Context: an optimization exercise on an open-source flow, tuned for small area and a short achievable clock period. The choices shown serve that exercise and are no tape-out recipe. The RTL was checked by simulation tests, not by an equivalence proof against the original design. Power is estimated from default activity; no workload was simulated.

==> flow/design.v (excerpt) <==
module divider
(
    input              clk,
    input              reset,
    input  [31:0]      A,
    input  [31:0]      B,
    input              start,
    input  [7:0]       Physical_address_in,
    input  [31:0]      PC_in,
    input              divider_op_in,
    output             divide_zero_exception,
    output [31:0]      Result,
    output [7:0]       Physical_address_out,
    output [31:0]      PC_out,
    output             done
);
Size: about 7100 cells after synthesis, roughly 790 flip-flops, about 0.059 mm² of cells after synthesis.
Settings: LEC_CHECK=0, ABC_AREA=1, CAP_MARGIN=20, CORE_MARGIN=2, CORE_UTILIZATION=40, CTS_CLUSTER_DIAMETER=60, CTS_CLUSTER_SIZE=20, GPL_TIMING_DRIVEN=0, SETUP_SLACK_MARGIN=0.4, SLEW_MARGIN=20; clock period 8.0 ns.
run.sh (not shown) runs the stock make flow with config.mk's settings and CLKGATE_MAP_FILE= SYNTH_SCRIPT=/design/flow/synth_recipe.tcl, a recipe that flattens the netlist after the stock synthesis.
The first run produced a clean layout.
Testbench counts at the start, summed over its fixed seeds: latency 120,000, ops 24,000.
==> next run, changes <==
==> flow/flow/run.sh (new file) <==
#!/bin/bash
set -euo pipefail
export BUFFER_PORTS_ARGS="-buffer_cell sky130_fd_sc_hd__buf_2"
export RECOVER_POWER=100
bash standard.sh > standard.log 2>&1
==> flow/standard.sh (new file) <==
#!/bin/bash
# synth_recipe.tcl (not shown) runs the flow's synth.tcl, then flattens the netlist and writes it again
# the make line also repeats each setting of config.mk as NAME=value (left out here)
make -C /OpenROAD-flow-scripts/flow DESIGN_CONFIG=/design/flow/config.mk WORK_HOME=/design/flow/orfs CLKGATE_MAP_FILE= SYNTH_SCRIPT=/design/flow/synth_recipe.tcl "${@:-finish}"
CTS_CLUSTER_DIAMETER = 100   (was 60)
CTS_CLUSTER_SIZE = 28   (was 20)
SETUP_SLACK_MARGIN = not set   (was 0.4)
removed: flow/run.sh
=> Design area is lower by a few percent; wire length is lower slightly; total power is lower by roughly a tenth; first-iteration DRC count is lower by roughly a tenth; cell count is lower by a few percent.
==> next run, changes <==
==> flow/run.sh (new file) <==
#!/bin/bash
# synth_recipe.tcl (not shown) runs the flow's synth.tcl, then flattens the netlist and writes it again
# the make line also repeats each setting of config.mk as NAME=value (left out here)
make -C /OpenROAD-flow-scripts/flow DESIGN_CONFIG=/design/flow/config.mk WORK_HOME=/design/flow/orfs CLKGATE_MAP_FILE= SYNTH_SCRIPT=/design/flow/synth_recipe.tcl finish
removed: flow/flow/run.sh
removed: flow/standard.sh
- count of clock-buffer cells in the layout came out higher by 6
- sequential share of layout area came out lower by 0.37 points
- non-clock buffer count came out higher by 23
- worst setup slack got worse by 7.1 ps
- die area stays the same
- total power came out higher by a few percent
- area after synthesis stays the same
- final cell count came out higher slightly
- global-route usage came out lower by 0.45 points
- combinational power came out higher by a few percent
- critical path depth came out lower by 20
==> next run, changes <==
==> flow/flow/run.sh (new file) <==
#!/bin/bash
set -euo pipefail
export BUFFER_PORTS_ARGS="-buffer_cell sky130_fd_sc_hd__buf_2"
export RECOVER_POWER=100
bash standard.sh > standard.log 2>&1
==> flow/standard.sh (new file) <==
#!/bin/bash
# synth_recipe.tcl (not shown) runs the flow's synth.tcl, then flattens the netlist and writes it again
# the make line also repeats each setting of config.mk as NAME=value (left out here)
make -C /OpenROAD-flow-scripts/flow DESIGN_CONFIG=/design/flow/config.mk WORK_HOME=/design/flow/orfs CLKGATE_MAP_FILE= SYNTH_SCRIPT=/design/flow/synth_recipe.tcl "${@:-finish}"
CAP_MARGIN = 5   (was 20)
SETUP_SLACK_MARGIN = 0.25   (was not set)
SLEW_MARGIN = 5   (was 20)
removed: flow/run.sh
=>
- via count hardly moves
- routed wire length went up by 3.0%
- final area went up by 0.86%
- non-clock buffer count went up by 84
- final cell count went up by 0.87%
- die area is unchanged
- worst setup slack gets better by 25 ps
- sequential cell count does not change
- utilization went up by 0.41 points
==> next run, changes <==
==> flow/run.sh (new file) <==
#!/bin/bash
# synth_recipe.tcl (not shown) runs the flow's synth.tcl, then flattens the netlist and writes it again
# the make line also repeats each setting of config.mk as NAME=value (left out here)
make -C /OpenROAD-flow-scripts/flow DESIGN_CONFIG=/design/flow/config.mk WORK_HOME=/design/flow/orfs CLKGATE_MAP_FILE= SYNTH_SCRIPT=/design/flow/synth_recipe.tcl finish
CAP_MARGIN = 20   (was 5)
CTS_CLUSTER_DIAMETER = not set   (was 100)
CTS_CLUSTER_SIZE = 24   (was 28)
SETUP_SLACK_MARGIN = not set   (was 0.25)
SLEW_MARGIN = 20   (was 5)
removed: flow/flow/run.sh
removed: flow/standard.sh
Final cell count hardly moves.
Clock power grows by about 60%.
Worst hold slack gets worse by 70 ps.
Die area does not change.
First-iteration DRC count is higher by 17%.
Sequential power is about the same.
Clock-buffer cell count rises by 63.
Wire length goes down by about 2.2%.
Non-clock buffer count falls by 104.
Via count grows by 0.45%.
Power goes up by about 12%.

---

Setup of run A:
divider, a different RTL version from the one above (not shown whole).
For scale: about 180 I/O pins.
## divider
module divider
(
    input              clk,
    input              reset,
    input  [31:0]      A,
    input  [31:0]      B,
    input              start,
    input  [7:0]       Physical_address_in,
    input  [31:0]      PC_in,
    input              divider_op_in,
    output             divide_zero_exception,
    output [31:0]      Result,
    output [7:0]       Physical_address_out,
    output [31:0]      PC_out,
    output             done
);
    wire [31:0] x0 = A;
    wire [31:0] d0 = B;
    wire [33:0] e0 = {2'b0, B} + {1'b0, B, 1'b0};   
    wire        v0 = start;
    wire        op0 = divider_op_in;
    wire        z0 = (A != 32'd0) && (B == 32'd0);
    wire [7:0]  pa0 = Physical_address_in;
    wire [31:0] pc0 = PC_in;
    wire [31:0] x0_0 = x0;
    wire [1:0] s0_0_x = x0_0[31:30];
    wire [34:0] s0_0_m0 = 35'd0;
    wire [34:0] s0_0_m1 = {3'b0, d0};
    wire s0_0_h1 = ~|s0_0_m1[34:2];
    wire [2:0] s0_0_d1 = {1'b0, s0_0_x} - {1'b0, s0_0_m1[1:0]};
    wire s0_0_c1 = s0_0_h1 & ~s0_0_d1[2];
    wire [34:0] s0_0_m2 = {2'b0, d0, 1'b0};
    wire s0_0_h2 = ~|s0_0_m2[34:2];
    wire [2:0] s0_0_d2 = {1'b0, s0_0_x} - {1'b0, s0_0_m2[1:0]};
    wire s0_0_c2 = s0_0_h2 & ~s0_0_d2[2];
    wire [34:0] s0_0_m3 = {1'b0, e0};
    wire s0_0_h3 = ~|s0_0_m3[34:2];
    wire [2:0] s0_0_d3 = {1'b0, s0_0_x} - {1'b0, s0_0_m3[1:0]};
    wire s0_0_c3 = s0_0_h3 & ~s0_0_d3[2];
  ...
clock: 8.0 ns
lec_check: 0
cap_margin: 20
core_margin: 2
core_utilization: 40
slew_margin: 20
Stock flow here: none of the scripts above is used.
Run A finished every stage; the final checks, however, were not passed, the failures being negative setup slack.
Testbench counts of run A, summed over its fixed seeds: latency 144,000, ops 24,000.
What run F does differently from run A at the input level:
- CORE_UTILIZATION changed from 40 to 65
- ABC_AREA newly set to 1
--- outcome ---
- As for a clean layout from run F and run A, there is none.
- STATUS run=run A STAGES=ALL_DONE FINAL_CHECKS=FAILED CAUSE=negative setup slack
- Lower area enclosed by the die boundary was reported by run F, not run A.
- Compared with run A, run F shows a higher routing usage on met2.
- Run F vs. run A: portion of the layout cell area used by non-clock buffers saw a decrease; overall power consumption saw a decrease; pin count of the biggest net entering global routing saw a decrease; utilization saw an increase.
- On sequential power, run F and run A are neck and neck.
- Comparing run F and run A, the higher number of post-CTS setup repair buffers was measured on run A.

-- afterwards: timing with drivers on the ports --
The flow's constraints put no driver on any port. The routed layouts listed below were extracted and timed again, unchanged, in two steps.
Step 1 sets driving cells, clkbuf_16 on the clock port and buf_2 on the other inputs (assumed; they add their load-dependent delay and slew).
Step 2, shift: input delay + t, output delay - t, t = (earliest + latest rising clock arrival at the registers) / 2. This alone moves slack from input paths to output paths.
Slacks: ideal / step 1 / step 2; pairs: ideal / step 1.
run	shift t [ns]	setup slack, ns	clock arrival spread, ns	worst register clock-pin slew, ns	cell pins on the clock port's net
the first run of note 1	0.762	0.556 / 0.556 / 0.100	0.056 / 0.055	0.08 / 0.08	1
the second run of note 1	0.740	0.277 / 0.277 / -0.077	0.066 / 0.066	0.11 / 0.11	1
the third run of note 1	0.777	0.269 / 0.190 / -0.120	0.076 / 0.076	0.11 / 0.11	1
the fourth run of note 1	0.748	0.295 / 0.295 / 0.077	0.067 / 0.067	0.11 / 0.11	1
the fifth run of note 1	0.777	0.264 / 0.182 / -0.103	0.083 / 0.082	0.07 / 0.07	1
run A	0.837	-0.521 / -0.521 / -0.628	0.064 / 0.064	0.09 / 0.09	1
run F	0.780	-0.129 / -0.129 / -0.129	0.037 / 0.037	0.07 / 0.07	1
Met with ideal ports but missed after step 2: setup timing in the second run of note 1, the third run of note 1 and the fifth run of note 1. The setup slack of the first run of note 1, which loses most, moves by 0.000 ns with the drivers and by -0.456 ns with both steps.
